Context: an optimization exercise on an open-source flow, tuned for small area. The choices shown serve that exercise and are no tape-out recipe.
The RTL was checked by simulation tests, not by an equivalence proof against the original design.
No activity file was given, so power comes from the tool's default toggle rates.

File: flow/config.mk
export PLATFORM = sky130hd
export DESIGN_NAME = pacman_rules
export DESIGN_NICKNAME = pacman_rules
export VERILOG_FILES = /design/flow/design.v
export SDC_FILE = /design/flow/constraint.sdc
export NUM_CORES = 4
export LEC_CHECK = 0
export CAP_MARGIN = 20
export CORE_MARGIN = 2
export CORE_UTILIZATION = 40
export PLACE_DENSITY = 0.6
export SLEW_MARGIN = 20
File: flow/constraint.sdc
create_clock -name core_clock -period 10.0 [get_ports {clk}]
set_input_delay 2.0000 -clock core_clock [delete_from_list [all_inputs] [get_ports {clk}]]
set_output_delay 2.0000 -clock core_clock [all_outputs]
set_load 0.01 [all_outputs]
File: flow/design.v
module pacman_rules (
	input  logic        clk,
	input  logic        reset,
	input  logic [7:0]  keycode,
	input  logic [31:0] timer,
	input  logic [9:0]  pac_x, pac_y,
	input  logic [9:0]  rg_x, rg_y,
	input  logic [9:0]  og_x, og_y,
	input  logic [9:0]  bg_x, bg_y,
	output logic        win, lose, pause, life_down,
	output logic [9:0]  score,
	output logic [3:0]  fruits,
	output logic [7:0]  lives,
	output logic [31:0] dots_left
);
	function automatic logic ge_c(input logic [9:0] p, input logic [9:0] c);
		ge_c = 1'b1;
		for (int i = 0; i < 10; i++)
			ge_c = c[i] ? (p[i] & ge_c) : (p[i] | ge_c);
	endfunction
	function automatic logic le_c(input logic [9:0] p, input logic [9:0] c);
		le_c = 1'b1;
		for (int i = 0; i < 10; i++)
			le_c = c[i] ? (~p[i] | le_c) : (~p[i] & le_c);
	endfunction
	function automatic logic rng(input logic [9:0] p, input logic [9:0] lo, input logic [9:0] hi);
		logic [9:0] pl, lol, hil;
		pl  = {6'd0, p[3:0]};
		lol = {6'd0, lo[3:0]};
		hil = {6'd0, hi[3:0]};
		if (lo[9:4] == hi[9:4])
			rng = p[9:4] == lo[9:4] && ge_c(pl, lol) && le_c(pl, hil);
		else
			rng = (p[9:4] == lo[9:4] && ge_c(pl, lol)) ||
			      (p[9:4] == hi[9:4] && le_c(pl, hil)) ||
			      (p[9:4] > lo[9:4] && p[9:4] < hi[9:4]);
	endfunction
	function automatic logic win5(input logic [9:0] p, input logic [9:0] c);
		win5 = rng(p, c - 10'd5, c + 10'd5);
	endfunction
	function automatic logic [9:0] rsub(input logic [9:0] a, b);
		logic br;
		br = 1'b0;
		for (int i = 0; i < 10; i++) begin
			rsub[i] = a[i] ^ b[i] ^ br;
			br = (~a[i] & b[i]) | (~(a[i] ^ b[i]) & br);
		end
	endfunction
	function automatic logic [1:0] cls(input logic [9:0] d);
		logic z, o;
		logic [4:0] l;
		z = ~|d[9:5];
		o = &d[9:5];
		l = d[4:0];
		cls[0] = z & (l[4:2] == 3'b000 & ~(l[1] & l[0])) | o & (l[4:1] == 4'b1111);
		cls[1] = z & (l[4:3] == 2'b11 & ~(l[2] & (l[1] | l[0]))) |
		         o & (l[4:3] == 2'b00 & l[2] | l == 5'b01000);
	endfunction
	function automatic logic ghost_hit(input logic [9:0] gx, gy, px, py);
		logic [1:0] cx, cy;
		cx = cls(rsub(gx, px));
		cy = cls(rsub(gy, py));
		ghost_hit = cx[0] & cy[1] | cx[1] & cy[0];
	endfunction
	logic hit;
	assign hit = ghost_hit(rg_x, rg_y, pac_x, pac_y) |
	             ghost_hit(og_x, og_y, pac_x, pac_y) |
	             ghost_hit(bg_x, bg_y, pac_x, pac_y);
	localparam logic [2:0] S_RUN     = 3'b000,
	                       S_FRUIT   = 3'b001,
	                       S_LD      = 3'b010,
	                       S_LDH     = 3'b011,
	                       S_PAUSE   = 3'b100,
	                       S_GWON    = 3'b101,
	                       S_GOVER   = 3'b110,
	                       S_RESTART = 3'b111;
	logic [2:0] state, state_n;
	logic [1:0] lv;
	logic xl, xr, yt, yb;
	assign xl = rng(pac_x, 10'd12, 10'd37);
	assign xr = rng(pac_x, 10'd370, 10'd395);
	assign yt = rng(pac_y, 10'd10, 10'd35);
	assign yb = rng(pac_y, 10'd413, 10'd438);
	logic [3:0] box;
	assign box = {xr & yb, xl & yb, xr & yt, xl & yt};
	logic all_dots, time_up, go_key;
	assign all_dots = &dots_left;
	assign time_up  = timer == 32'd0;
	assign go_key   = keycode == 8'h28;
	always_comb begin
		state_n = state;
		case (state)
			S_RESTART: state_n = S_PAUSE;
			S_PAUSE:   if (go_key) state_n = S_RUN;
			S_RUN: begin
				if (time_up)       state_n = S_GOVER;
				else if (all_dots) state_n = S_GWON;
				else if (hit)      state_n = S_LD;
				else if (|box)     state_n = S_FRUIT;
			end
			S_FRUIT:   state_n = S_RUN;
			S_LD:      state_n = (lv == 2'd2) ? S_GOVER : S_LDH;
			S_LDH:     state_n = hit ? S_LDH : S_RUN;
			default:   state_n = state;
		endcase
	end
	always_ff @(posedge clk) begin
		if (reset) begin
			state  <= S_RESTART;
			lv     <= 2'd0;
			fruits <= 4'd0;
		end else begin
			state <= state_n;
			if (state == S_LD) lv <= lv + 2'd1;
			if (state == S_FRUIT) fruits <= fruits | box;
		end
	end
	assign pause     = state[2] & ~(state[1] & state[0]);
	assign lose      = state == S_GOVER;
	assign win       = state == S_GWON;
	assign life_down = ~state[2] & state[1];
	assign lives     = {6'd0, lv};
	logic odd, ge1, ge2, ge3, all4;
	assign odd  = ^fruits;
	assign ge1  = |fruits;
	assign ge2  = (fruits[0] & (fruits[1] | fruits[2] | fruits[3])) | (fruits[1] & (fruits[2] | fruits[3])) | (fruits[2] & fruits[3]);
	assign ge3  = (fruits[0] & fruits[1] & (fruits[2] | fruits[3])) | (fruits[2] & fruits[3] & (fruits[0] | fruits[1]));
	assign all4 = &fruits;
	assign score = {2'b00, ge3, ge2 & ~odd, ge1 & ~ge3, odd, all4, ge2 & ~all4, odd, 1'b0};
	localparam logic [159:0] DCODE = {
		5'd2, 5'd0, 5'd1, 5'd3,
		5'd4, 5'd6, 5'd7, 5'd5,
		5'd8, 5'd10, 5'd11, 5'd9,
		5'd12, 5'd13, 5'd14, 5'd15,
		5'd16, 5'd17, 5'd18, 5'd19,
		5'd20, 5'd22, 5'd23, 5'd21,
		5'd24, 5'd26, 5'd27, 5'd25,
		5'd30, 5'd28, 5'd29, 5'd31};
	logic y20, y48, y120, y148, y186, y228, y258, y292, y380, y423;
	assign y20  = win5(pac_y, 10'd20);
	assign y48  = win5(pac_y, 10'd48);
	assign y120 = win5(pac_y, 10'd120);
	assign y148 = win5(pac_y, 10'd148);
	assign y186 = win5(pac_y, 10'd186);
	assign y228 = win5(pac_y, 10'd228);
	assign y258 = win5(pac_y, 10'd258);
	assign y292 = win5(pac_y, 10'd292);
	assign y380 = win5(pac_y, 10'd380);
	assign y423 = win5(pac_y, 10'd423);
	logic x18, x85, x90, x135, x175, x220, x258, x262, x302, x307, x379;
	assign x18  = win5(pac_x, 10'd18);
	assign x85  = win5(pac_x, 10'd85);
	assign x90  = win5(pac_x, 10'd90);
	assign x135 = win5(pac_x, 10'd135);
	assign x175 = win5(pac_x, 10'd175);
	assign x220 = win5(pac_x, 10'd220);
	assign x258 = win5(pac_x, 10'd258);
	assign x262 = win5(pac_x, 10'd262);
	assign x302 = win5(pac_x, 10'd302);
	assign x307 = win5(pac_x, 10'd307);
	assign x379 = win5(pac_x, 10'd379);
	logic dvalid;
	assign dvalid = y20 & (x90 | x175 | x220 | x307) | y48 & (x18 | x90 | x307 | x379) |
	                (y120 | y380) & (x18 | x135 | x258 | x379) | (y148 | y186 | y228 | y258) & (x90 | x307) |
	                y292 & (x18 | x135 | x262 | x379) | y423 & (x85 | x175 | x220 | x302);
	logic xB, xC, xE, xF, xG, xH;
	assign xB = rng(pac_x, 10'd80, 10'd95);
	assign xC = x135;
	assign xE = x220;
	assign xF = rng(pac_x, 10'd253, 10'd267);
	assign xG = rng(pac_x, 10'd297, 10'd312);
	assign xH = x379;
	logic [4:0] didx;
	assign didx[4] = y228 | y258 | y292 | y380 | y423;
	assign didx[3] = y120 | y148 | y186 | y380 | y423;
	assign didx[2] = y48 | y148 | y186 | y292 | y423;
	assign didx[1] = y186 | y258 | (~y148 & ~y228 & (xB | xC | xF | xG));
	assign didx[0] = xE | xF | xG | xH;
	logic       pend_v;
	logic [4:0] pend_i;
	always_ff @(posedge clk) begin
		if (reset) pend_v <= 1'b0;
		else       pend_v <= dvalid;
		pend_i <= didx;
	end
	always_ff @(posedge clk) begin
		for (int i = 0; i < 32; i++) begin
			if (reset) dots_left[i] <= 1'b0;
			else if (pend_v && pend_i == DCODE[(31-i)*5 +: 5]) dots_left[i] <= 1'b1;
		end
	end
endmodule
File: flow/flow/run.sh
#!/bin/bash
# The standard ORFS layout (the standard.sh, synthesis included), with
# two changes that only pick smaller cells:
# - the port buffers that buffer_ports inserts are sky130_fd_sc_hd__buf_1
#   instead of the larger cell it picks by default;
# - clock tree synthesis uses sky130_fd_sc_hd__clkbuf_8 (instead of
#   clkbuf_16) and adds no dummy loads.
# All of ORFS's output goes to standard.log in this folder; ORFS's own
# per-step logs are under orfs/logs/.
set -o pipefail
export BUFFER_PORTS_ARGS="-buffer_cell sky130_fd_sc_hd__buf_1"
export CTS_ARGS="-sink_clustering_enable -repair_clock_nets -dont_use_dummy_load -buf_list sky130_fd_sc_hd__clkbuf_8"
bash standard.sh > standard.log 2>&1
File: flow/standard.sh
#!/bin/bash
# synth_recipe.tcl (not shown) runs the flow's synth.tcl, then flattens the netlist and writes it again
# the make line also repeats each setting of config.mk as NAME=value (left out here)
make -C /OpenROAD-flow-scripts/flow DESIGN_CONFIG=/design/flow/config.mk WORK_HOME=/design/flow/orfs CLKGATE_MAP_FILE= SYNTH_SCRIPT=/design/flow/synth_recipe.tcl "${@:-finish}"
==> impl_metrics.py, run 1 <==
metrics = {
    "clock_tree": {
        "cts_tree": "done",
        "clockBufferDepth": 2,
        "clkSinkCount": 47,
        "cts_buffers": 5,
        "path_clk_slew_ps": 80,
        "cts_root_buffer": "clkbuf_8",
        "post_cts_buffers": 0,
        "cts_max_level": 2,
        "cts_resized": 0,
        "hold_buffers": 0,
        "clkLatencyLatePin_ps": 290,
    },
    "place": {
        "dpl-instance-area_sq_um": 5360,
        "hpwl_mm": 11.44,
        "gp_congestion": 0.8439,
        "dp.cells": 854,
        "port_buffers": 170,
    },
    "drt": {
        "drc_errors": 0,
        "via_count": 4793,
        "routed_wl_mm": 13.47,
        "drtPass1Iterations": 5,
        "wl_per_cell_um": 15.68,
        "drtAntennaViolNets": 0,
        "via_per_inst": 5.580,
        "drtIter0Drc": 257,
    },
    "synth": {
        "ys_types": 65,
        "synth_flop_cell": "dfxtp_1",
        "synth_edf_count": 0,
        "async_flop_share_pct": 0,
        "synth_seq_cells": 47,
        "synth_area_sq_um": 4710,
        "ys_top_cells_by_count": "64 x nor2_1, 52 x a21oi_1, 48 x fa_1, 48 x inv_1, 47 x dfxtp_1",
        "syn_inst": 568,
        "ys_seq_area_share_pct": 19.98,
        "synth_top_area_share_pct": 20.40,
        "synth_area_per_cell_sq_um": 8.291,
        "post-synth-top-count-cell": "nor2_1",
        "ys.warnings.count": 1,
        "ys_top_cells_by_area": "fa_1 20%, dfxtp_1 20%, a21oi_1 5.5%",
        "yosysTopAreaCell": "fa_1",
    },
    "worst_setup_path": {
        "cp_cell_sequence": "buf_1 -> inv_1 -> fa_1 -> fa_1 -> fa_1 -> fa_1 -> fa_1 -> fa_1 -> fa_1 -> fa_1 -> or4_1 -> or4_1 -> nor3_2 -> o22ai_1 -> nand4_2 -> a31oi_1 -> a22oi_1",
        "crit_path_start_kind": "primary input",
        "crit_required_ps": 10210,
        "crit_type": "in2reg",
        "slowest_delay_ps": 570,
        "cp_common_cell": "fa_1",
        "cp_max_fo": 11,
        "cp_slowest_cell": "or4_1",
        "end_kind": "flip-flop",
        "cp_top_family": "adder cells",
        "arrival_ps": 7610,
        "worst-path-buf-inv": 2,
    },
    "global_route": {
        "first_global_vias": 4614,
        "grt_max_degree": 43,
        "grt_overflow": 0,
        "grt_pass1_wl_mm": 21.85,
        "grt_usage_pct": 20.91,
        "antenna_found_initial": 0,
    },
    "pwr": {
        "p_leak_nw": 1.927,
        "switching_share_pct": 34.51,
        "p_comb_share_pct": 38.4,
        "net-switching-power_mw": 0.1629,
        "p_per_area_nw_per_um2": 86.98,
        "p_total_mw": 0.4722,
        "power.internal_mw": 0.3093,
        "ir_drop_mv": 0.09162,
        "p_clk_share_pct": 21.2,
        "sequentialPowerShare_pct": 40.4,
    },
    "sta": {
        "setup_tns_ps": 0,
        "finalHoldViolations": 0,
        "finalCriticalPeriod_ps": 7397,
        "skew_ps": 19.47,
        "fin_crit_sh_pct": 73.97,
        "clock.fmax_ghz": 0.1352,
        "rsz0062_at_grt": "no",
        "setup_viol": 0,
        "worst_slew_pin_slew_ps": 744.6,
        "slew_violations": 0,
        "relSlewSlack_pct": 50.26,
    },
    "final_layout": {
        "instances_no_fill": 859,
        "nets": 899,
        "diodes": 0,
        "syn_to_final_growth_pct": 15.28,
        "drive_gt1_share_pct": 2.654,
        "stdcell_area_sq_um": 5429,
    },
    "floorplanning": {
        "coreArea_sq_um": 11470,
        "die-area_sq_um": 12660,
        "start_util_pct": 41.07,
        "io_pins": 180,
        "rows": 39,
        "fp.dieH_um": 112.5,
        "die_w_um": 112.5,
    },
    "hold_path": {
        "hold_path_class": "reg2reg",
    },
    "run": {
        "max-cap-violations": 0,
    },
    "outcome": {
        "outcome": "no timing/DRC/antenna violations",
    },
}
[path summary, 6_finish.rpt]
path | cells after the start | to | slack [ps] | from
min | 2 | dots_left[0] | 500 | dots_left[0]
max | 17 | state[0] | 2600 | pac_x[1]
min reg2reg | 2 | dots_left[0] | 500 | dots_left[0]
max reg2reg | 7 | state[0] | 8270 | dots_left[15]
[worst reg2reg max path, delay by kind of cell, from the launching register on]
| family | cells | cell delay (ps) |
|---|---|---|
| compound gates | 3 | 360 |
| simple gates | 4 | 910 |
| flops | 1 | 380 |
[flip-flops by register name, summed over array words and instances (netlist names)]
name       cells
lv             2
pend_i         5
dots_left     32
pend_v         1
fruits         4
state          3
[stage by stage]
stage,util (%),hold WS (ps),setup WS (ps)
CTS,47.34,504.8,2633
finish,47.34,499.4,2603
floorplan,-,523.1,2757
global route,47.34,536.1,2366
global placement,46.74,474.1,2488
detailed placement,46.74,486.9,2345
[cells by family (layout without fill, tap and decap cells)]
family          Yosys count  after routing  share of synthesized area [%]
flops                    47             47                          19.98
simple gates            234            234                          27.44
other cells               1              9                        0.07963
mux                       5              5                          1.089
xor+xnor                 15             15                          3.427
fa+ha+maj                59             59                          23.33
buf+inv                  84            224                          8.156
compound gates          123            123                          16.50
[metal layers]
layer  up-vias  track usage (%)  wire, um
met5         -                0         0
met4         0            3.821       155
met3        16            3.078       868
met2       208            36.87      6580
met1      2255            27.58      5867
li1       2314                -         -
[cells in the final DEF (no fill, tap or decap), types with 11 or more instances in the layout]
cell type	synthesis	routed
fa_1	48	48
inv_1	48	48
nand2_1	33	33
nor2b_1	12	12
nor4_1	22	22
ha_1	11	11
nor2_1	64	64
nor3_1	13	13
o21ai_0	12	12
nand2b_1	16	16
a21oi_1	52	52
nand4_1	20	20
nand3_1	14	14
dfxtp_1	47	47
buf_1	0	170
[power groups by stage]
stage	registers, mW	logic [mW]	clock network, mW
after global placement	0.195	0.171	0
after detailed placement	0.195	0.179	0
after floorplan	0.194	0.129	0
final	0.191	0.181	0.100
after CTS	0.191	0.181	0.103
after global routing	0.191	0.204	0.110
[area by class of cell]
| type | instances | area (sq um) |
|---|---|---|
| well taps | 143 | 178.9 |
| clock buffers | 5 | 68.82 |
| inverters | 48 | 180.2 |
| fillers | 1190 | 6038 |
| repair buffers | 171 | 645.6 |
| multi-input cells | 445 | 3415 |
| flip-flops and latches | 47 | 940.9 |
==> run 2: changes to the inputs <==
--- a/flow/design.v
+++ b/flow/design.v
@@ -121,11 +121,17 @@
 	assign life_down = ~state[2] & state[1];
 	assign lives     = {6'd0, lv};
-	logic odd, ge1, ge2, ge3, all4;
-	assign odd  = ^fruits;
-	assign ge1  = |fruits;
-	assign ge2  = (fruits[0] & (fruits[1] | fruits[2] | fruits[3])) | (fruits[1] & (fruits[2] | fruits[3])) | (fruits[2] & fruits[3]);
-	assign ge3  = (fruits[0] & fruits[1] & (fruits[2] | fruits[3])) | (fruits[2] & fruits[3] & (fruits[0] | fruits[1]));
-	assign all4 = &fruits;
-	assign score = {2'b00, ge3, ge2 & ~odd, ge1 & ~ge3, odd, all4, ge2 & ~all4, odd, 1'b0};
+	logic [2:0] n;
+	always_comb begin
+		logic s1, c1, s2, c2, c3;
+		s1 = fruits[0] ^ fruits[1];
+		c1 = fruits[0] & fruits[1];
+		s2 = fruits[2] ^ fruits[3];
+		c2 = fruits[2] & fruits[3];
+		c3 = s1 & s2;
+		n[0] = s1 ^ s2;
+		n[1] = c1 ^ c2 ^ c3;
+		n[2] = (c1 & c2) | (c1 & c3) | (c2 & c3);
+	end
+	assign score = {2'b00, n[2] | (n[1] & n[0]), n[2] | (n[1] & ~n[0]), n[1] ^ n[0], n[0], n[2], n[1], n[0], 1'b0};
 	localparam logic [159:0] DCODE = {
 		5'd2, 5'd0, 5'd1, 5'd3,
@@ -165,9 +171,9 @@
 	                y292 & (x18 | x135 | x262 | x379) | y423 & (x85 | x175 | x220 | x302);
 	logic xB, xC, xE, xF, xG, xH;
-	assign xB = rng(pac_x, 10'd80, 10'd95);
+	assign xB = x85 | x90;
 	assign xC = x135;
 	assign xE = x220;
-	assign xF = rng(pac_x, 10'd253, 10'd267);
-	assign xG = rng(pac_x, 10'd297, 10'd312);
+	assign xF = x258 | x262;
+	assign xG = x302 | x307;
 	assign xH = x379;
 	logic [4:0] didx;
==> flow/flow/run.sh (replaced) <==
#!/bin/bash
# Layout flow: the standard ORFS flow (standard.sh) with three changes
# that only affect which cells implement the same netlist:
# 1. synthesis is ORFS's synth.tcl, run exactly as standard.sh runs it (same
#    front end, -nofsm -noshare, flattening, register mapping and renaming),
#    except that the final ABC technology mapping uses the area-oriented
#    script flow/abc_area.script instead of abc_speed.script. ABC only maps
#    the combinational logic, so the registers are the standard synthesis's;
# 2. the port buffers that buffer_ports inserts are sky130_fd_sc_hd__buf_1
#    instead of the larger cell it picks by default;
# 3. clock tree synthesis uses sky130_fd_sc_hd__clkbuf_8 (instead of
#    clkbuf_16) and adds no dummy loads.
# Logs: make's full output goes to flow.log here; ORFS's per-step logs are
# under orfs/logs/.
set -euo pipefail
HERE=$(pwd)

# synthesis script: ORFS's synth.tcl with the ABC script swapped
python3 - "$FLOW_HOME/scripts/synth.tcl" "$HERE/synth_area.tcl" "$HERE/flow/abc_area.script" <<'PY'
import sys
src, dst, script = sys.argv[1:4]
s = open(src).read()
anchor = 'source $::env(SCRIPTS_DIR)/synth_preamble.tcl\n'
assert s.count(anchor) == 1
s = s.replace(anchor, anchor + 'set abc_args [lreplace $abc_args 1 1 {%s}]\nputs "ABC script: [lindex $abc_args 1]"\n' % script)
open(dst, 'w').write(s)
PY
sed 's|source $::env(SCRIPTS_DIR)/synth.tcl|source '"$HERE"'/synth_area.tcl|' synth_recipe.tcl > synth_top.tcl
grep -q "synth_area.tcl" synth_top.tcl
sed 's|SYNTH_SCRIPT=[^ ]*synth_recipe.tcl|SYNTH_SCRIPT='"$HERE"'/synth_top.tcl|' standard.sh > flow_std.sh
grep -q "synth_top.tcl" flow_std.sh

export BUFFER_PORTS_ARGS="-buffer_cell sky130_fd_sc_hd__buf_1"
export CTS_ARGS="-sink_clustering_enable -repair_clock_nets -dont_use_dummy_load -buf_list sky130_fd_sc_hd__clkbuf_8"
bash flow_std.sh > flow.log 2>&1
==> flow/flow/abc_area.script (new file) <==
&get -n
&st
&st; &dc2; &dch -f; &nf -R 1000; &st; &dc2; &dch -f; &nf -R 1000; &st; &dc2; &dch -f; &nf -R 1000
&put
topo
stime -c
dnsize -c
--- a/flow/config.mk
+++ b/flow/config.mk
@@ -8,5 +8,5 @@
 export CAP_MARGIN = 20
 export CORE_MARGIN = 2
-export CORE_UTILIZATION = 40
-export PLACE_DENSITY = 0.6
+export CORE_UTILIZATION = 60
+export PLACE_DENSITY = 0.75
 export SLEW_MARGIN = 20
==> impl_metrics.py, run 2 <==
metrics = {
    "outcome": {
        "outcome": "no timing/DRC/antenna violations",
    },
    "final_layout": {
        "largest_registers": "dots_left (32), pend_i (5), fruits (4)",
        "instances_no_fill": 793,
        "largest_register_ffs": 32,
        "top_register": "dots_left",
        "nets": 882,
        "final_cell_mix": "170 x buf_1, 66 x nor2_1, 50 x clkinv_1",
        "stdcell_area_sq_um": 5115,
        "drive_gt1_share_pct": 1.004,
        "final_common_cell": "buf_1",
        "diodes": 0,
        "syn_to_final_growth_pct": 18.32,
    },
    "synth": {
        "synth_edf_count": 0,
        "ys_top_cells_by_area": "fa_1 23%, dfxtp_1 22%, nor2_1 5.7%",
        "syn_inst": 523,
        "ys_seq_area_share_pct": 21.77,
        "synth_top_area_share_pct": 22.69,
        "yosysTopAreaCell": "fa_1",
        "synth_area_per_cell_sq_um": 8.266,
        "synth_flop_cell": "dfxtp_1",
        "ys_types": 47,
        "ys.warnings.count": 1,
        "post-synth-top-count-cell": "nor2_1",
        "synth_area_sq_um": 4323,
        "synth_seq_cells": 47,
        "async_flop_share_pct": 0,
        "ys_top_cells_by_count": "66 x nor2_1, 50 x clkinv_1, 49 x fa_1",
    },
    "global_route": {
        "grt_max_degree": 43,
        "grt_overflow": 0,
        "first_global_vias": 4408,
        "antenna_found_initial": 0,
        "grt_usage_pct": 31.45,
        "grt_pass1_wl_mm": 19.54,
    },
    "floorplanning": {
        "fp.dieH_um": 88.88,
        "die-area_sq_um": 7900,
        "start_util_pct": 62.93,
        "rows": 30,
        "coreArea_sq_um": 6869,
        "die_w_um": 88.88,
        "io_pins": 180,
    },
    "sta": {
        "worst_slew_pin_slew_ps": 992.6,
        "fin_crit_sh_pct": 75.85,
        "slew_violations": 0,
        "timing.hold.ws_ps": 504.8,
        "clock.fmax_ghz": 0.1318,
        "finalCriticalPeriod_ps": 7585,
        "setup_tns_ps": 0,
        "rsz0062_at_grt": "no",
        "setup_viol": 0,
        "relSlewSlack_pct": 32.98,
        "skew_ps": 23.99,
        "finalHoldViolations": 0,
    },
    "worst_setup_path": {
        "arrival_ps": 7770,
        "crit_type": "in2reg",
        "crit_path_start_kind": "primary input",
        "crit_required_ps": 10190,
        "cp_max_fo": 8,
        "r2r_cells": 6,
        "end_kind": "flip-flop",
    },
    "place": {
        "port_buffers": 170,
        "gp_congestion": 0.8738,
        "dpl-instance-area_sq_um": 5044,
        "hpwl_mm": 10.37,
        "dp.cells": 788,
    },
    "clock_tree": {
        "cts_buffers": 5,
        "cts_resized": 0,
        "clkSinkCount": 47,
        "cts_tree": "done",
        "clockBufferDepth": 2,
        "path_clk_slew_ps": 80,
        "hold_buffers": 0,
        "cts_max_level": 2,
        "post_cts_buffers": 0,
        "clkLatencyLatePin_ps": 310,
        "cts_root_buffer": "clkbuf_8",
    },
    "pwr": {
        "switching_share_pct": 35.30,
        "ir_drop_mv": 0.05745,
        "power.internal_mw": 0.3034,
        "p_comb_share_pct": 37.4,
        "net-switching-power_mw": 0.1655,
        "p_leak_nw": 1.690,
        "p_per_area_nw_per_um2": 91.67,
        "p_clk_share_pct": 22.0,
        "sequentialPowerShare_pct": 40.6,
    },
    "drt": {
        "via_count": 4805,
        "drc_errors": 0,
        "drtPass1Iterations": 5,
        "routed_wl_mm": 12.47,
        "drtIter0Drc": 376,
        "drtAntennaViolNets": 0,
        "wl_per_cell_um": 15.72,
        "via_per_inst": 6.059,
    },
    "hold_path": {
        "hold_path_class": "reg2reg",
        "hold-path-cell-count": 2,
    },
    "run": {
        "max-cap-violations": 0,
    },
}
==> run 2: final cells by class <==
class                           count  area, sq um
Multi-Input combinational cell    424         3152
Sequential cell                    47        940.9
Inverter                           50        187.7
Timing Repair Buffer              171        645.6
Clock buffer                        5        68.82
Tap cell                           96        120.1
Fill cell                         560         1754
==> run 2: through the flow <==
stage / power (mW) / worst slack (ps) / utilization, %
after floorplan: 0.3086 / 2934 / -
after global placement: 0.3543 / 2381 / 73.42
after detailed placement: 0.3658 / 2152 / 73.42
after CTS: 0.4661 / 2455 / 74.43
after global routing: 0.4983 / 2046 / 74.46
final: 0.4689 / 2415 / 74.46
==> run 2: cell families (layout without fill, tap and decap cells) <==
family	after synthesis	count (layout)	share of synthesized area (%)
adder cells (fa/ha/maj)	61	61	26.16
AND/OR/NAND/NOR	216	216	24.66
XOR/XNOR	13	13	2.634
flip-flops	47	47	21.77
other	1	9	0.08675
AO/OA/AOI/OAI	125	125	18.61
buffers and inverters	60	226	6.078
==> run 2: power by group through the flow <==
stage	clock (mW)	sequential, mW	combinational (mW)
6_report	0.103	0.190	0.175
5_1_grt	0.112	0.191	0.195
4_1_cts	0.103	0.190	0.172
3_5_place_dp	0	0.195	0.171
2_1_floorplan	0	0.194	0.114
3_3_place_gp	0	0.195	0.160
==> run 2: worst max-delay path, stage by stage <==
cell and delay (ps):
buf_1 250, clkinv_1 300, fa_1 500, fa_1 390, fa_1 390, fa_1 400, fa_1 400, fa_1 400
fa_1 390, fa_1 380, xnor2_1 200, xnor2_1 170, or2_0 180, a2111oi_0 80, a31oi_1 160, nor2_1 50
a221o_1 250, nor2_1 240, clkinv_1 130, nand4_1 130, o221ai_1 120, a211o_1 270
==> run 2: worst paths after layout <==
path                                    from            to  slack [ps]
worst max-delay path                pac_y[1]      state[0]        2410
worst min-delay path            dots_left[4]  dots_left[4]         500
worst max register to register  dots_left[3]      state[0]        8270
worst min register to register  dots_left[4]  dots_left[4]         500
==> run 2: per-layer routing <==
layer  routed length, um  part of all wire, %  global-route usage (%)  up-vias
met5                   0                    0                       0        -
met4                 158                  1.3                   7.300        0
met3                1124                  9.0                   5.131       23
met2                6133                   49                   54.00      282
met1                5050                   41                   41.82     2260
li1                    -                    -                       -     2240
==> run 3: changes to the inputs <==
--- a/flow/flow/run.sh
+++ b/flow/flow/run.sh
@@ -32,4 +32,5 @@
 
 export BUFFER_PORTS_ARGS="-buffer_cell sky130_fd_sc_hd__buf_1"
+export SKIP_REPAIR_TIE_FANOUT=1
 export CTS_ARGS="-sink_clustering_enable -repair_clock_nets -dont_use_dummy_load -buf_list sky130_fd_sc_hd__clkbuf_8"
 bash flow_std.sh > flow.log 2>&1
--- a/flow/config.mk
+++ b/flow/config.mk
@@ -8,5 +8,5 @@
 export CAP_MARGIN = 20
 export CORE_MARGIN = 2
-export CORE_UTILIZATION = 60
-export PLACE_DENSITY = 0.75
+export CORE_UTILIZATION = 40
+export PLACE_DENSITY = 0.6
 export SLEW_MARGIN = 20
==> impl_metrics.py, run 3 <==
metrics = {
    "pwr": {
        "p_total_mw": 0.4665,
        "p_per_area_nw_per_um2": 90.90,
        "ir_drop_mv": 0.05186,
        "p_leak_nw": 1.664,
    },
    "floorplanning": {
        "rows": 37,
        "die_w_um": 108.0,
        "coreArea_sq_um": 10420,
        "fp.dieH_um": 108.0,
        "io_pins": 180,
        "start_util_pct": 41.50,
        "die-area_sq_um": 11650,
    },
    "place": {
        "dp_slack_ps": 2137,
        "hpwl_mm": 10.74,
        "port_buffers": 170,
        "gp_congestion": 0.8618,
    },
    "synth": {
        "synth_top_area_share_pct": 22.69,
        "ys_top_cells_by_count": "66 x nor2_1, 50 x clkinv_1, 49 x fa_1",
        "synth_flop_cell": "dfxtp_1",
        "ys.warnings.count": 1,
        "yosys.area_share.simple_pct": 24.66,
        "synth_edf_count": 0,
        "syn_inst": 523,
        "synth_area_per_cell_sq_um": 8.266,
        "ys_top_cells_by_area": "fa_1 23%, dfxtp_1 22%, nor2_1 5.7%",
        "post-synth-top-count-cell": "nor2_1",
        "synth_top_family_by_area": "adder cells",
        "async_flop_share_pct": 0,
        "synth_seq_cells": 47,
        "synth_xor_area_share_pct": 2.634,
        "muxShareOfSynthArea_pct": 0,
        "synth_area_sq_um": 4323,
        "synth_adder_area_share_pct": 26.16,
        "ys_seq_area_share_pct": 21.77,
        "ys_types": 47,
        "yosysTopAreaCell": "fa_1",
        "synth_compound_area_share_pct": 18.61,
    },
    "global_route": {
        "antenna_found_initial": 0,
        "grt_overflow": 0,
        "grt_usage_pct": 21.84,
        "first_global_vias": 4402,
        "grt_pass1_wl_mm": 20.31,
        "grt_max_degree": 43,
    },
    "clock_tree": {
        "cts_root_buffer": "clkbuf_8",
        "path_clk_slew_ps": 70,
        "clkLatencyLatePin_ps": 300,
        "cts_resized": 0,
        "hold_buffers": 0,
        "post_cts_buffers": 0,
        "clkSinkCount": 47,
        "cts_tree": "done",
        "clockBufferDepth": 2,
        "cts_buffers": 5,
        "cts_max_level": 2,
    },
    "sta": {
        "worst_slack_ps": 2455,
        "setup_viol": 0,
        "clock.fmax_ghz": 0.1325,
        "relSlewSlack_pct": 30.22,
        "rsz0062_at_grt": "no",
        "worst_slew_pin_slew_ps": 1045,
        "fin_crit_sh_pct": 75.45,
        "finalCriticalPeriod_ps": 7545,
        "slew_violations": 0,
        "finalHoldViolations": 0,
        "skew_ps": 18.20,
        "setup_tns_ps": 0,
    },
    "worst_setup_path": {
        "end_kind": "flip-flop",
        "crit_required_ps": 10180,
        "crit_type": "in2reg",
        "cp_max_fo": 8,
        "crit_path_start_kind": "primary input",
        "reg2reg_slack_ps": 8270,
        "arrival_ps": 7720,
    },
    "final_layout": {
        "diodes": 0,
        "largest_registers": "dots_left (32), pend_i (5), fruits (4)",
        "top_register": "dots_left",
        "syn_to_final_growth_pct": 18.73,
        "nets": 874,
        "fillerInstances": 1070,
        "final_cell_mix": "170 x buf_1, 66 x nor2_1, 50 x clkinv_1",
        "drive_gt1_share_pct": 0.8708,
        "final_common_cell": "buf_1",
        "largest_register_ffs": 32,
    },
    "drt": {
        "routed_wl_mm": 12.70,
        "drtIter0Drc": 217,
        "drc_errors": 0,
        "via_count": 4636,
        "drtAntennaViolNets": 0,
        "via_per_inst": 5.619,
        "drtPass1Iterations": 5,
        "wl_per_cell_um": 15.39,
    },
    "hold_path": {
        "hold_path_class": "reg2reg",
    },
    "outcome": {
        "outcome": "no timing/DRC/antenna violations",
    },
    "run": {
        "max-cap-violations": 0,
    },
}
[run 3: cell counts after synthesis]
No cell type changed its count.
[run 3: path summary, 6_finish.rpt]
path | cells after the start | startpoint | to
worst min register to register | 2 | dots_left[12] | dots_left[12]
worst max register to register | 6 | dots_left[23] | state[0]
worst min-delay path | 2 | dots_left[12] | dots_left[12]
worst max-delay path | 22 | pac_y[1] | state[0]
[run 3: metal layers]
metal,track usage (%),vias up,routed length (um)
met5,0,-,0
met4,5.037,0,209
met3,3.797,18,985
met2,36.88,206,5928
met1,29.30,2173,5576
li1,-,2239,-
[run 3: metrics by stage]
step	hold slack, ps	util (%)	std cells	area [sq um]
6_report	499.9	49.27	825	5132
5_1_grt	533.3	49.27	825	5132
4_1_cts	504.4	49.27	825	5132
3_5_place_dp	485.4	48.61	820	5064
3_3_place_gp	476.2	48.61	820	5064
2_1_floorplan	523.4	-	523	4323
[run 3: cell families after synthesis]
logic type,after synthesis
buffers and inverters,60
flip-flops,47
AO/OA/AOI/OAI,125
adder cells (fa/ha/maj),61
other,1
AND/OR/NAND/NOR,216
XOR/XNOR,13
[run 3: final cells by class]
cell class / instances / area (sq um) / area share [%]
Multi-Input combinational cell: 416 / 3119 / 60.78
Sequential cell: 47 / 940.9 / 18.33
Timing Repair Buffer: 171 / 645.6 / 12.58
Clock buffer: 5 / 68.82 / 1.341
Inverter: 50 / 187.7 / 3.657
Tap cell: 136 / 170.2 / 3.315
[run 3: report_power, final]
group / total, mW / switching (mW) / internal [mW]
registers: 0.190 / 0.00168 / 0.189
clock network: 0.102 / 0.0572 / 0.0451
logic: 0.174 / 0.105 / 0.0692
total: 0.467 / 0.164 / 0.303
[run 3: worst max-delay path, cell delays in order]
cell and delay, ps:
buf_1 250, clkinv_1 310, fa_1 490, fa_1 390
fa_1 380, fa_1 390, fa_1 390, fa_1 390
fa_1 390, fa_1 380, xnor2_1 190, xnor2_1 160
or2_0 180, a2111oi_0 80, a31oi_1 180, nor2_1 60
a221o_1 260, nor2_1 200, clkinv_1 130, nand4_1 140
o221ai_1 130, a211o_1 260
==> run 4: changes to the inputs <==
--- a/flow/flow/run.sh
+++ b/flow/flow/run.sh
@@ -32,5 +32,4 @@
 
 export BUFFER_PORTS_ARGS="-buffer_cell sky130_fd_sc_hd__buf_1"
-export SKIP_REPAIR_TIE_FANOUT=1
 export CTS_ARGS="-sink_clustering_enable -repair_clock_nets -dont_use_dummy_load -buf_list sky130_fd_sc_hd__clkbuf_8"
 bash flow_std.sh > flow.log 2>&1
==> impl_metrics.py, run 4 <==
metrics = {
    "worst_setup_path": {
        "cp_slowest_cell": "o32ai_1",
        "crit_path_start_kind": "primary input",
        "end_kind": "flip-flop",
        "r2r_cells": 6,
        "arrival_ps": 7770,
        "reg2reg_slack_ps": 8260,
        "timing.rr.start": "dots_left[23]",
        "cp_cell_sequence": "buf_1 -> clkinv_1 -> fa_1 -> fa_1 -> fa_1 -> fa_1 -> fa_1 -> fa_1 -> fa_1 -> fa_1 -> xnor2_1 -> xnor2_1 -> or2_0 -> o32ai_1 -> a221o_1 -> nor2_1 -> clkinv_1 -> a21o_1 -> o221ai_1 -> a211o_1",
        "cp_max_fo": 8,
        "slowest_delay_ps": 550,
        "crit_required_ps": 10180,
        "cp_top_family": "adder cells",
        "cp_common_cell": "fa_1",
        "r2r-end": "state[0]",
        "worst-path-buf-inv": 3,
        "crit_type": "in2reg",
    },
    "drt": {
        "drc_errors": 0,
        "drtPass1Iterations": 5,
        "via_count": 4660,
        "wl_per_cell_um": 15.58,
        "via_per_inst": 5.594,
        "drtAntennaViolNets": 0,
        "drtIter0Drc": 234,
        "routed_wl_mm": 12.98,
    },
    "clock_tree": {
        "cts_buffers": 5,
        "clkLatencyLatePin_ps": 300,
        "cts_root_buffer": "clkbuf_8",
        "cts_resized": 0,
        "hold_buffers": 0,
        "post_cts_buffers": 0,
        "path_clk_slew_ps": 70,
        "clockBufferDepth": 2,
        "cts_max_level": 2,
        "clkSinkCount": 47,
        "cts_tree": "done",
    },
    "synth": {
        "async_flop_share_pct": 0,
        "synth_edf_count": 0,
        "synth_flop_cell": "dfxtp_1",
        "ys_types": 47,
        "syn_inst": 523,
        "ys.warnings.count": 1,
        "ys_seq_area_share_pct": 21.77,
        "ys_top_cells_by_area": "fa_1 23%, dfxtp_1 22%, nor2_1 5.7%",
        "synth_area_per_cell_sq_um": 8.266,
        "yosysTopAreaCell": "fa_1",
        "synth_seq_cells": 47,
        "ys_top_cells_by_count": "66 x nor2_1, 50 x clkinv_1, 49 x fa_1",
        "post-synth-top-count-cell": "nor2_1",
        "synth_area_sq_um": 4323,
        "synth_top_area_share_pct": 22.69,
    },
    "sta": {
        "setup_viol": 0,
        "fin_crit_sh_pct": 75.95,
        "skew_ps": 30.62,
        "rsz0062_at_grt": "no",
        "slew_violations": 0,
        "relSlewSlack_pct": 25.94,
        "clock.fmax_ghz": 0.1317,
        "worst_slew_pin_slew_ps": 1109,
        "setup_tns_ps": 0,
        "finalHoldViolations": 0,
        "finalCriticalPeriod_ps": 7595,
        "worst_slack_ps": 2405,
        "timing.hold.ws_ps": 500.6,
    },
    "run": {
        "max-cap-violations": 0,
    },
    "hold_path": {
        "hold_end": "dots_left[11]",
        "hold_start": "dots_left[11]",
        "hold_path_class": "reg2reg",
        "hold-path-cell-count": 2,
    },
    "floorplanning": {
        "coreArea_sq_um": 10420,
        "start_util_pct": 41.50,
        "die_w_um": 108.0,
        "fp.dieH_um": 108.0,
        "io_pins": 180,
        "rows": 37,
        "die-area_sq_um": 11650,
    },
    "place": {
        "dpl-instance-area_sq_um": 5094,
        "dp_slack_ps": 2133,
        "hpwl_mm": 10.97,
        "port_buffers": 170,
        "gp_congestion": 0.8725,
    },
    "final_layout": {
        "top_register": "dots_left",
        "drive_gt1_share_pct": 0.8608,
        "stdcell_area_sq_um": 5162,
        "final_cell_mix": "170 x buf_1, 66 x nor2_1, 50 x clkinv_1",
        "largest_register_ffs": 32,
        "largest_registers": "dots_left (32), pend_i (5), fruits (4)",
        "nets": 882,
        "final_common_cell": "buf_1",
        "diodes": 0,
        "syn_to_final_growth_pct": 19.42,
    },
    "pwr": {
        "ir_drop_mv": 0.05102,
        "p_total_mw": 0.4670,
        "p_per_area_nw_per_um2": 90.45,
        "p_leak_nw": 1.690,
    },
    "global_route": {
        "grt_usage_pct": 22.48,
        "grt_max_degree": 43,
        "antenna_found_initial": 0,
        "grt_pass1_wl_mm": 20.90,
        "first_global_vias": 4488,
        "grt_overflow": 0,
    },
    "outcome": {
        "outcome": "no timing/DRC/antenna violations",
    },
}
-- run 4: cell counts after synthesis --
No cell type changed its count.
-- run 4: worst min-delay path: stages, from the launching register on --
cell and delay [ps]:
dfxtp_1 350, a31oi_1 50, nor2_1 70
-- run 4: logic make-up (layout without fill, tap and decap cells) --
group | count (synthesis) | count (layout) | share of synthesized area [%]
and+or+nand+nor | 216 | 216 | 24.66
xor gates and xnor gates | 13 | 13 | 2.634
other | 1 | 9 | 0.08675
buffers and inverters | 60 | 226 | 6.078
AOI/OAI and AO/OA | 125 | 125 | 18.61
DFF | 47 | 47 | 21.77
adders and majority gates | 61 | 61 | 26.16
-- run 4: layout make-up --
| cell class | instances | area (sq um) |
|---|---|---|
| timing repair buffer | 171 | 645.6 |
| inverter | 50 | 187.7 |
| sequential | 47 | 940.9 |
| multi-input combinational | 424 | 3149 |
| clock buffer | 5 | 68.82 |
| tap | 136 | 170.2 |
| fill | 1062 | 5254 |
-- run 4: per-layer routing --
| metal | vias up | part of all wire (%) | GRT usage [%] |
|---|---|---|---|
| li1 | 2253 | - | - |
| met1 | 2169 | 44 | 30.17 |
| met2 | 226 | 47 | 37.33 |
| met3 | 12 | 8.2 | 4.822 |
| met4 | 0 | 1.2 | 5.128 |
| met5 | - | 0 | 0 |
-- run 4: stage by stage --
stage	cells	util, %
4_1_cts	833	49.56
2_1_floorplan	531	-
3_3_place_gp	828	48.90
5_1_grt	833	49.56
3_5_place_dp	828	48.90
6_report	833	49.56
-- run 4: power breakdown --
| part | internal, mW | switching [mW] | leakage (nW) | total [mW] |
|---|---|---|---|---|
| Sequential | 0.189 | 0.00173 | 0.380 | 0.190 |
| Clock | 0.0451 | 0.0563 | 0.0359 | 0.101 |
| Combinational | 0.0695 | 0.106 | 1.27 | 0.175 |
| Total | 0.303 | 0.164 | 1.69 | 0.467 |
-- run 4: worst max-delay path by stage --
stage,startpoint,to,cells past startpoint
3_3_place_gp,pac_y[1],state[0],22
5_1_grt,pac_y[1],state[0],22
3_5_place_dp,pac_y[1],state[0],22
2_1_floorplan,pac_y[1],state[0],21
4_1_cts,pac_y[1],state[0],22
6_report,pac_y[1],state[0],20
==> run 5: changes to the inputs <==
--- a/flow/flow/run.sh
+++ b/flow/flow/run.sh
@@ -32,4 +32,5 @@
 
 export BUFFER_PORTS_ARGS="-buffer_cell sky130_fd_sc_hd__buf_1"
-export CTS_ARGS="-sink_clustering_enable -repair_clock_nets -dont_use_dummy_load -buf_list sky130_fd_sc_hd__clkbuf_8"
+export SKIP_REPAIR_TIE_FANOUT=1
+export CTS_ARGS="-sink_clustering_enable -repair_clock_nets -dont_use_dummy_load -buf_list {sky130_fd_sc_hd__clkbuf_2 sky130_fd_sc_hd__clkbuf_4 sky130_fd_sc_hd__clkbuf_8}"
 bash flow_std.sh > flow.log 2>&1
==> impl_metrics.py, run 5 <==
metrics = {
    "run": {
        "max-cap-violations": 0,
    },
    "worst_setup_path": {
        "crit_required_ps": 10180,
        "crit_path_start_kind": "primary input",
        "arrival_ps": 7720,
        "worst-path-buf-inv": 3,
        "end_kind": "flip-flop",
        "cp_top_family": "adder cells",
        "cp_max_fo": 8,
        "cp_slowest_cell": "fa_1",
        "crit_type": "in2reg",
        "slowest_delay_ps": 490,
        "cp_cell_sequence": "buf_1 -> clkinv_1 -> fa_1 -> fa_1 -> fa_1 -> fa_1 -> fa_1 -> fa_1 -> fa_1 -> fa_1 -> xnor2_1 -> xnor2_1 -> or2_0 -> a2111oi_0 -> a31oi_1 -> nor2_1 -> a221o_1 -> nor2_1 -> clkinv_1 -> nand4_1 -> o221ai_1 -> a211o_1",
        "cp_common_cell": "fa_1",
    },
    "clock_tree": {
        "cts_max_level": 2,
        "clockBufferDepth": 2,
        "cts_buffers": 5,
        "cts_tree": "done",
        "clkSinkCount": 47,
        "clkLatencyLatePin_ps": 300,
        "path_clk_slew_ps": 70,
        "hold_buffers": 0,
        "cts_root_buffer": "clkbuf_8",
        "post_cts_buffers": 0,
        "cts_resized": 0,
    },
    "final_layout": {
        "final_core_util_pct": 49.27,
        "syn_to_final_growth_pct": 18.73,
        "final_cell_mix": "170 x buf_1, 66 x nor2_1, 50 x clkinv_1",
        "final_common_cell": "buf_1",
        "largest_registers": "dots_left (32), pend_i (5), fruits (4)",
        "fillerInstances": 1070,
        "diodes": 0,
        "nets": 874,
        "largest_register_ffs": 32,
        "top_register": "dots_left",
        "drive_gt1_share_pct": 0.8708,
        "instances_no_fill": 825,
    },
    "floorplanning": {
        "fp.dieH_um": 108.0,
        "rows": 37,
        "io_pins": 180,
        "die-area_sq_um": 11650,
        "start_util_pct": 41.50,
        "coreArea_sq_um": 10420,
        "die_w_um": 108.0,
    },
    "hold_path": {
        "hold_path_class": "reg2reg",
    },
    "place": {
        "gp_congestion": 0.8618,
        "port_buffers": 170,
        "hpwl_mm": 10.74,
        "dp_slack_ps": 2137,
        "dp.cells": 820,
    },
    "synth": {
        "synth_flop_cell": "dfxtp_1",
        "ys.warnings.count": 1,
        "ys_top_cells_by_area": "fa_1 23%, dfxtp_1 22%, nor2_1 5.7%",
        "post-synth-top-count-cell": "nor2_1",
        "ys_types": 47,
        "synth_area_sq_um": 4323,
        "yosysTopAreaCell": "fa_1",
        "synth_edf_count": 0,
        "synth_top_area_share_pct": 22.69,
        "ys_top_cells_by_count": "66 x nor2_1, 50 x clkinv_1, 49 x fa_1",
        "async_flop_share_pct": 0,
        "ys_seq_area_share_pct": 21.77,
        "synth_seq_cells": 47,
        "syn_inst": 523,
        "synth_area_per_cell_sq_um": 8.266,
    },
    "drt": {
        "via_count": 4636,
        "drtIter0Drc": 217,
        "routed_wl_mm": 12.70,
        "drtPass1Iterations": 5,
        "wl_per_cell_um": 15.39,
        "via_per_inst": 5.619,
        "drtAntennaViolNets": 0,
        "drc_errors": 0,
    },
    "sta": {
        "worst_slew_pin_slew_ps": 1045,
        "worst_slack_ps": 2455,
        "fin_crit_sh_pct": 75.45,
        "finalHoldViolations": 0,
        "relSlewSlack_pct": 30.22,
        "skew_ps": 18.20,
        "clock.fmax_ghz": 0.1325,
        "setup_tns_ps": 0,
        "finalCriticalPeriod_ps": 7545,
        "rsz0062_at_grt": "no",
        "slew_violations": 0,
        "setup_viol": 0,
    },
    "global_route": {
        "grt_max_degree": 43,
        "grt_usage_pct": 21.84,
        "first_global_vias": 4402,
        "grt_pass1_wl_mm": 20.31,
        "grt_overflow": 0,
        "antenna_found_initial": 0,
    },
    "pwr": {
        "p_per_area_nw_per_um2": 90.90,
        "ir_drop_mv": 0.05186,
        "p_leak_nw": 1.664,
    },
    "outcome": {
        "outcome": "no timing/DRC/antenna violations",
    },
}
-- run 5: cell counts after synthesis --
No cell type changed its count.
-- run 5: kinds of logic (layout without fill, tap and decap cells) --
group | after synthesis | in the layout | share of synthesized area [%]
and+or+nand+nor | 216 | 216 | 24.66
AOI/OAI and AO/OA | 125 | 125 | 18.61
adders and majority gates | 61 | 61 | 26.16
buffers and inverters | 60 | 226 | 6.078
DFF | 47 | 47 | 21.77
xor gates and xnor gates | 13 | 13 | 2.634
other | 1 | 1 | 0.08675
-- run 5: worst register-to-register path: cells and delay by family (launching register included) --
family / cells / cell delay, ps
compound gates: 3 / 550
flops: 1 / 380
simple gates: 3 / 740
-- run 5: worst paths after layout --
check | slack (ps) | end | start | cells after the start
max | 2460 | state[0] | pac_y[1] | 22
min | 500 | dots_left[12] | dots_left[12] | 2
max reg2reg | 8270 | state[0] | dots_left[23] | 6
min reg2reg | 500 | dots_left[12] | dots_left[12] | 2
-- run 5: report_power, final --
part	leakage (nW)	internal, mW	switching (mW)
sequential	0.380	0.189	0.00168
clock	0.0359	0.0451	0.0572
combinational	1.25	0.0692	0.105
total	1.66	0.303	0.164
-- run 5: per-stage QoR --
stage	hold WS [ps]	power (mW)	cell area [sq um]
2_1_floorplan	523.4	0.3086	4323
3_3_place_gp	476.2	0.3601	5064
3_5_place_dp	485.4	0.3668	5064
4_1_cts	504.4	0.4684	5132
5_1_grt	533.3	0.5008	5132
6_report	499.9	0.4665	5132
-- run 5: cell type report --
cell class / instances / area (sq um) / share of cell area (%)
Multi-Input combinational cell: 416 / 3119 / 60.78
Sequential cell: 47 / 940.9 / 18.33
Timing Repair Buffer: 171 / 645.6 / 12.58
Inverter: 50 / 187.7 / 3.657
Tap cell: 136 / 170.2 / 3.315
Clock buffer: 5 / 68.82 / 1.341
-- run 5: layer usage --
| metal | up-vias | share of wire [%] | track usage (%) |
|---|---|---|---|
| li1 | 2239 | - | - |
| met1 | 2173 | 44 | 29.30 |
| met2 | 206 | 47 | 36.88 |
| met3 | 18 | 7.8 | 3.797 |
| met4 | 0 | 1.6 | 5.037 |
| met5 | - | 0 | 0 |
==> run 6: changes to the inputs <==
==> flow/flow/run.sh (replaced) <==
#!/bin/bash
set -euo pipefail
HERE=$(pwd)

# synthesis script: ORFS's synth.tcl with the ABC script swapped
python3 - "$FLOW_HOME/scripts/synth.tcl" "$HERE/synth_area.tcl" "$HERE/flow/abc_area.script" <<'PY'
import sys
src, dst, script = sys.argv[1:4]
s = open(src).read()
anchor = 'source $::env(SCRIPTS_DIR)/synth_preamble.tcl\n'
assert s.count(anchor) == 1
s = s.replace(anchor, anchor + 'set abc_args [lreplace $abc_args 1 1 {%s}]\nputs "ABC script: [lindex $abc_args 1]"\n' % script)
open(dst, 'w').write(s)
PY
sed 's|source $::env(SCRIPTS_DIR)/synth.tcl|source '"$HERE"'/synth_area.tcl|' synth_recipe.tcl > synth_top.tcl
grep -q "synth_area.tcl" synth_top.tcl
sed 's|SYNTH_SCRIPT=[^ ]*synth_recipe.tcl|SYNTH_SCRIPT='"$HERE"'/synth_top.tcl|' standard.sh > flow_std.sh
grep -q "synth_top.tcl" flow_std.sh

export BUFFER_PORTS_ARGS="-buffer_cell sky130_fd_sc_hd__buf_1"
export SKIP_REPAIR_TIE_FANOUT=1
export CTS_ARGS="-sink_clustering_enable -repair_clock_nets -dont_use_dummy_load -buf_list sky130_fd_sc_hd__clkbuf_8"
bash flow_std.sh > flow.log 2>&1
--- a/flow/config.mk
+++ b/flow/config.mk
@@ -6,7 +6,7 @@
 export NUM_CORES = 4
 export LEC_CHECK = 0
-export CAP_MARGIN = 20
+export CAP_MARGIN = 0
 export CORE_MARGIN = 2
 export CORE_UTILIZATION = 40
 export PLACE_DENSITY = 0.6
-export SLEW_MARGIN = 20
+export SLEW_MARGIN = 0
==> impl_metrics.py, run 6 <==
metrics = {
    "synth": {
        "synth_xor_area_share_pct": 2.634,
        "synth_top_family_by_area": "adder cells",
        "synth_flop_cell": "dfxtp_1",
        "muxShareOfSynthArea_pct": 0,
        "yosysTopAreaCell": "fa_1",
        "syn_inst": 523,
        "synth_area_per_cell_sq_um": 8.266,
        "ys_seq_area_share_pct": 21.77,
        "synth_adder_area_share_pct": 26.16,
        "synth_seq_cells": 47,
        "synth_area_sq_um": 4323,
        "synth_edf_count": 0,
        "ys.warnings.count": 1,
        "yosys.area_share.simple_pct": 24.66,
        "synth_compound_area_share_pct": 18.61,
        "ys_types": 47,
        "ys_top_cells_by_count": "66 x nor2_1, 50 x clkinv_1, 49 x fa_1",
        "synth_top_area_share_pct": 22.69,
        "ys_top_cells_by_area": "fa_1 23%, dfxtp_1 22%, nor2_1 5.7%",
        "post-synth-top-count-cell": "nor2_1",
        "async_flop_share_pct": 0,
    },
    "worst_setup_path": {
        "crit_path_start_kind": "primary input",
        "cp_common_cell": "fa_1",
        "end_kind": "flip-flop",
        "cp_max_fo": 8,
        "cp_cell_sequence": "buf_1 -> clkinv_1 -> fa_1 -> fa_1 -> fa_1 -> fa_1 -> fa_1 -> fa_1 -> fa_1 -> fa_1 -> xnor2_1 -> xnor2_1 -> or2_0 -> a2111oi_0 -> a31oi_1 -> nor2_1 -> a221o_1 -> nor2_1 -> clkinv_1 -> nand4_1 -> o221ai_1 -> a211o_1",
        "r2r_cells": 6,
        "crit_type": "in2reg",
        "reg2reg_slack_ps": 8270,
        "crit_required_ps": 10180,
        "slowest_delay_ps": 490,
        "cp_slowest_cell": "fa_1",
        "arrival_ps": 7720,
    },
    "final_layout": {
        "instances_no_fill": 825,
        "final_common_cell": "buf_1",
        "stdcell_area_sq_um": 5132,
        "final_cell_mix": "170 x buf_1, 66 x nor2_1, 50 x clkinv_1",
        "largest_register_ffs": 32,
        "nets": 874,
        "drive_gt1_share_pct": 0.8708,
        "multi_input_area_sq_um": 3119,
        "register_area_sq_um": 940.9,
        "top_register": "dots_left",
        "diodes": 0,
        "fillerInstances": 1070,
        "final_core_util_pct": 49.27,
        "syn_to_final_growth_pct": 18.73,
        "largest_registers": "dots_left (32), pend_i (5), fruits (4)",
    },
    "sta": {
        "slew_violations": 0,
        "fin_crit_sh_pct": 75.45,
        "relSlewSlack_pct": 30.22,
        "timing.hold.ws_ps": 499.9,
        "setup_viol": 0,
        "finalHoldViolations": 0,
        "finalCriticalPeriod_ps": 7545,
        "rsz0062_at_grt": "no",
        "clock.fmax_ghz": 0.1325,
        "setup_tns_ps": 0,
        "skew_ps": 18.20,
        "worst_slew_pin_slew_ps": 1045,
        "worst_slack_ps": 2455,
    },
    "clock_tree": {
        "cts_buffers": 5,
        "clkSinkCount": 47,
        "hold_buffers": 0,
        "cts_max_level": 2,
        "clockBufferDepth": 2,
        "cts_tree": "done",
        "cts_root_buffer": "clkbuf_8",
        "path_clk_slew_ps": 70,
        "post_cts_buffers": 0,
        "clkLatencyLatePin_ps": 300,
        "cts_resized": 0,
    },
    "floorplanning": {
        "io_pins": 180,
        "fp.dieH_um": 108.0,
        "die_w_um": 108.0,
        "start_util_pct": 41.50,
        "coreArea_sq_um": 10420,
        "die-area_sq_um": 11650,
        "rows": 37,
    },
    "drt": {
        "drtIter0Drc": 217,
        "via_count": 4636,
        "drc_errors": 0,
        "via_per_inst": 5.619,
        "drtPass1Iterations": 5,
        "wl_per_cell_um": 15.39,
        "routed_wl_mm": 12.70,
        "drtAntennaViolNets": 0,
    },
    "global_route": {
        "grt_overflow": 0,
        "antenna_found_initial": 0,
        "grt_usage_pct": 21.84,
        "first_global_vias": 4402,
        "grt_pass1_wl_mm": 20.31,
        "grt_max_degree": 43,
    },
    "pwr": {
        "p_per_area_nw_per_um2": 90.90,
        "p_leak_nw": 1.664,
        "p_total_mw": 0.4665,
        "ir_drop_mv": 0.05186,
    },
    "place": {
        "port_buffers": 170,
        "dpl-instance-area_sq_um": 5064,
        "dp_slack_ps": 2137,
        "hpwl_mm": 10.74,
        "gp_congestion": 0.8618,
        "dp.cells": 820,
    },
    "hold_path": {
        "hold_path_class": "reg2reg",
        "hold-path-cell-count": 2,
    },
    "run": {
        "max-cap-violations": 0,
    },
    "outcome": {
        "outcome": "no timing/DRC/antenna violations",
    },
}
==> run 6: cell counts in the layout (fill, tap and decap cells not counted) <==
Identical to the previous run, type by type.
==> run 6: path summary, 6_finish.rpt <==
check                                    from       endpoint
worst max-delay path                 pac_y[1]       state[0]
worst min-delay path            dots_left[12]  dots_left[12]
worst max register to register  dots_left[23]       state[0]
worst min register to register  dots_left[12]  dots_left[12]
==> run 6: cell families (layout without fill, tap and decap cells) <==
group,after synthesis,after routing
buffers and inverters,60,226
XOR/XNOR,13,13
other,1,1
AND/OR/NAND/NOR,216,216
flip-flops,47,47
AO/OA/AOI/OAI,125,125
adder cells (fa/ha/maj),61,61
==> run 6: worst max-delay path, delay by kind of cell <==
kind / cells / cell delay [ps]
XOR/XNOR: 2 / 350
AO/OA/AOI/OAI: 5 / 910
AND/OR/NAND/NOR: 4 / 580
buffers and inverters: 3 / 690
adder cells (fa/ha/maj): 8 / 3200
==> run 6: final cells by class <==
type / count / share of cell area, %
multi-input cells: 416 / 60.78
flip-flops and latches: 47 / 18.33
repair buffers: 171 / 12.58
inverters: 50 / 3.657
well taps: 136 / 3.315
clock buffers: 5 / 1.341
==> run 6: where the power goes <==
group,leakage [nW],total [mW],switching [mW],internal (mW)
Combinational,1.25,0.174,0.105,0.0692
Clock,0.0359,0.102,0.0572,0.0451
Sequential,0.380,0.190,0.00168,0.189
Total,1.66,0.467,0.164,0.303
==> run 6: per-layer routing <==
| layer | wire length, um | track usage, % | up-vias |
|---|---|---|---|
| li1 | - | - | 2239 |
| met1 | 5576 | 29.30 | 2173 |
| met2 | 5928 | 36.88 | 206 |
| met3 | 985 | 3.797 | 18 |
| met4 | 209 | 5.037 | 0 |
| met5 | 0 | 0 | - |
==> run 7: changes to the inputs <==
--- a/flow/config.mk
+++ b/flow/config.mk
@@ -6,7 +6,7 @@
 export NUM_CORES = 4
 export LEC_CHECK = 0
-export CAP_MARGIN = 0
+export CAP_MARGIN = 20
 export CORE_MARGIN = 2
 export CORE_UTILIZATION = 40
 export PLACE_DENSITY = 0.6
-export SLEW_MARGIN = 0
+export SLEW_MARGIN = 20
==> impl_metrics.py, run 7 <==
metrics = {
    "outcome": {
        "outcome": "no timing/DRC/antenna violations",
    },
    "clock_tree": {
        "cts_tree": "done",
        "post_cts_buffers": 0,
        "cts_max_level": 2,
        "clkLatencyLatePin_ps": 300,
        "path_clk_slew_ps": 70,
        "cts_resized": 0,
        "clockBufferDepth": 2,
        "cts_root_buffer": "clkbuf_8",
        "clkSinkCount": 47,
        "hold_buffers": 0,
        "cts_buffers": 5,
    },
    "pwr": {
        "p_clk_share_pct": 21.9,
        "switching_share_pct": 35.06,
        "p_comb_share_pct": 37.3,
        "net-switching-power_mw": 0.1636,
        "ir_drop_mv": 0.05186,
        "power.internal_mw": 0.3030,
        "p_per_area_nw_per_um2": 90.90,
        "p_leak_nw": 1.664,
        "sequentialPowerShare_pct": 40.8,
    },
    "worst_setup_path": {
        "worst-path-buf-inv": 3,
        "crit_path_start_kind": "primary input",
        "cp_slowest_cell": "fa_1",
        "slowest_delay_ps": 490,
        "cp_cell_sequence": "buf_1 -> clkinv_1 -> fa_1 -> fa_1 -> fa_1 -> fa_1 -> fa_1 -> fa_1 -> fa_1 -> fa_1 -> xnor2_1 -> xnor2_1 -> or2_0 -> a2111oi_0 -> a31oi_1 -> nor2_1 -> a221o_1 -> nor2_1 -> clkinv_1 -> nand4_1 -> o221ai_1 -> a211o_1",
        "arrival_ps": 7720,
        "cp_common_cell": "fa_1",
        "cp_top_family": "adder cells",
        "cp_max_fo": 8,
        "end_kind": "flip-flop",
        "startpoint": "pac_y[1]",
        "reg2reg_slack_ps": 8270,
        "crit_type": "in2reg",
        "crit_required_ps": 10180,
        "timing.rr.start": "dots_left[23]",
    },
    "hold_path": {
        "hold_start": "dots_left[12]",
        "hold_path_class": "reg2reg",
    },
    "synth": {
        "muxShareOfSynthArea_pct": 0,
        "synth_edf_count": 0,
        "yosysTopAreaCell": "fa_1",
        "synth_area_per_cell_sq_um": 8.266,
        "synth_xor_area_share_pct": 2.634,
        "ys_seq_area_share_pct": 21.77,
        "synth_top_area_share_pct": 22.69,
        "synth_compound_area_share_pct": 18.61,
        "synth_adder_area_share_pct": 26.16,
        "ys_types": 47,
        "ys_top_cells_by_count": "66 x nor2_1, 50 x clkinv_1, 49 x fa_1",
        "synth_top_family_by_area": "adder cells",
        "yosys.area_share.simple_pct": 24.66,
        "syn_inst": 523,
        "post-synth-top-count-cell": "nor2_1",
        "ys_top_cells_by_area": "fa_1 23%, dfxtp_1 22%, nor2_1 5.7%",
        "async_flop_share_pct": 0,
        "synth_seq_cells": 47,
        "synth_flop_cell": "dfxtp_1",
        "ys.warnings.count": 1,
        "synth_area_sq_um": 4323,
    },
    "floorplanning": {
        "coreArea_sq_um": 10420,
        "io_pins": 180,
        "start_util_pct": 41.50,
        "rows": 37,
        "die-area_sq_um": 11650,
        "die_w_um": 108.0,
        "fp.dieH_um": 108.0,
    },
    "final_layout": {
        "largest_register_ffs": 32,
        "fillerInstances": 1070,
        "syn_to_final_growth_pct": 18.73,
        "instances_no_fill": 825,
        "multi_input_area_sq_um": 3119,
        "top_register": "dots_left",
        "largest_registers": "dots_left (32), pend_i (5), fruits (4)",
        "drive_gt1_share_pct": 0.8708,
        "final_cell_mix": "170 x buf_1, 66 x nor2_1, 50 x clkinv_1",
        "final_common_cell": "buf_1",
        "register_area_sq_um": 940.9,
        "diodes": 0,
        "nets": 874,
    },
    "drt": {
        "drtIter0Drc": 217,
        "via_count": 4636,
        "via_per_inst": 5.619,
        "drtPass1Iterations": 5,
        "drc_errors": 0,
        "routed_wl_mm": 12.70,
        "drtAntennaViolNets": 0,
        "wl_per_cell_um": 15.39,
    },
    "global_route": {
        "grt_pass1_wl_mm": 20.31,
        "first_global_vias": 4402,
        "antenna_found_initial": 0,
        "grt_overflow": 0,
        "grt_max_degree": 43,
        "grt_usage_pct": 21.84,
    },
    "sta": {
        "worst_slew_pin_slew_ps": 1045,
        "finalCriticalPeriod_ps": 7545,
        "skew_ps": 18.20,
        "finalHoldViolations": 0,
        "slew_violations": 0,
        "fin_crit_sh_pct": 75.45,
        "rsz0062_at_grt": "no",
        "clock.fmax_ghz": 0.1325,
        "setup_viol": 0,
        "relSlewSlack_pct": 30.22,
        "setup_tns_ps": 0,
    },
    "run": {
        "max-cap-violations": 0,
    },
    "place": {
        "port_buffers": 170,
        "dp.cells": 820,
        "hpwl_mm": 10.74,
        "gp_congestion": 0.8618,
    },
}
## run 7: cell families after synthesis
group / after synthesis
and+or+nand+nor: 216
DFF: 47
xor gates and xnor gates: 13
other: 1
buffers and inverters: 60
AOI/OAI and AO/OA: 125
adders and majority gates: 61
## run 7: worst reg2reg max path, stage by stage (launching register included)
cell and delay, ps:
dfxtp_1 380, nand4_1 110, nor4_1 520, nand2_1 110, a21o_1 210, o221ai_1 190
a211o_1 150
## run 7: layer usage
| layer | track usage, % | up-vias | part of all wire (%) |
|---|---|---|---|
| li1 | - | 2239 | - |
| met1 | 29.30 | 2173 | 44 |
| met2 | 36.88 | 206 | 47 |
| met3 | 3.797 | 18 | 7.8 |
| met4 | 5.037 | 0 | 1.6 |
| met5 | 0 | - | 0 |
## run 7: power groups by stage
| stage | clock (mW) | combinational (mW) | sequential [mW] |
|---|---|---|---|
| after floorplan | 0 | 0.114 | 0.194 |
| after global placement | 0 | 0.166 | 0.195 |
| after detailed placement | 0 | 0.172 | 0.195 |
| after CTS | 0.105 | 0.173 | 0.190 |
| after global routing | 0.113 | 0.197 | 0.191 |
| final | 0.102 | 0.174 | 0.190 |
## run 7: worst paths after layout
path              endpoint  depth (start not counted)
max reg2reg       state[0]                          6
min          dots_left[12]                          2
min reg2reg  dots_left[12]                          2
max               state[0]                         22
## run 7: layout make-up
cell class	count	area share (%)
clock buffer	5	1.341
inverter	50	3.657
multi-input combinational	416	60.78
sequential	47	18.33
tap	136	3.315
timing repair buffer	171	12.58
## run 7: per-stage QoR
| stage | setup WS (ps) | hold WS, ps | power [mW] | utilization [%] | instance area, sq um |
|---|---|---|---|---|---|
| final | 2455 | 499.9 | 0.4665 | 49.27 | 5132 |
| after global routing | 2104 | 533.3 | 0.5008 | 49.27 | 5132 |
| after CTS | 2463 | 504.4 | 0.4684 | 49.27 | 5132 |
| after detailed placement | 2137 | 485.4 | 0.3668 | 48.61 | 5064 |
| after global placement | 2371 | 476.2 | 0.3601 | 48.61 | 5064 |
| after floorplan | 2934 | 523.4 | 0.3086 | - | 4323 |

## afterwards: timing with drivers on the ports
Ports are ideal in the flow. The routed layouts listed here were re-timed in OpenROAD.
Step 1: set_driving_cell puts a clkbuf_16 on clk and a buf_2 on each other input, an assumption about the parent block.
Step 2 adds t to the input delays and takes it off the output delays; t is the mean of the earliest and latest rising clock arrival at the registers after step 1. Input paths then give back, and output paths get back, about the clock's delay inside the block.
Slacks: ideal / step 1 / step 2; pairs: ideal / step 1.
run	t, ns	setup slack, ns	hold WS [ns]	worst register clock-pin slew, ns
run 1	0.309	2.603 / 2.607 / 2.297	0.499 / 0.499 / 0.499	0.09 / 0.09
run 2	0.319	2.415 / 2.417 / 2.098	0.505 / 0.505 / 0.505	0.09 / 0.09
run 3	0.326	2.455 / 2.457 / 2.132	0.500 / 0.500 / 0.500	0.09 / 0.09
run 4	0.321	2.405 / 2.403 / 2.082	0.501 / 0.501 / 0.501	0.10 / 0.10
run 5	0.326	2.455 / 2.457 / 2.132	0.500 / 0.500 / 0.500	0.09 / 0.09
run 6	0.326	2.455 / 2.457 / 2.132	0.500 / 0.500 / 0.500	0.09 / 0.09
run 7	0.326	2.455 / 2.457 / 2.132	0.500 / 0.500 / 0.500	0.09 / 0.09
After both steps setup and hold are still met in every run listed.
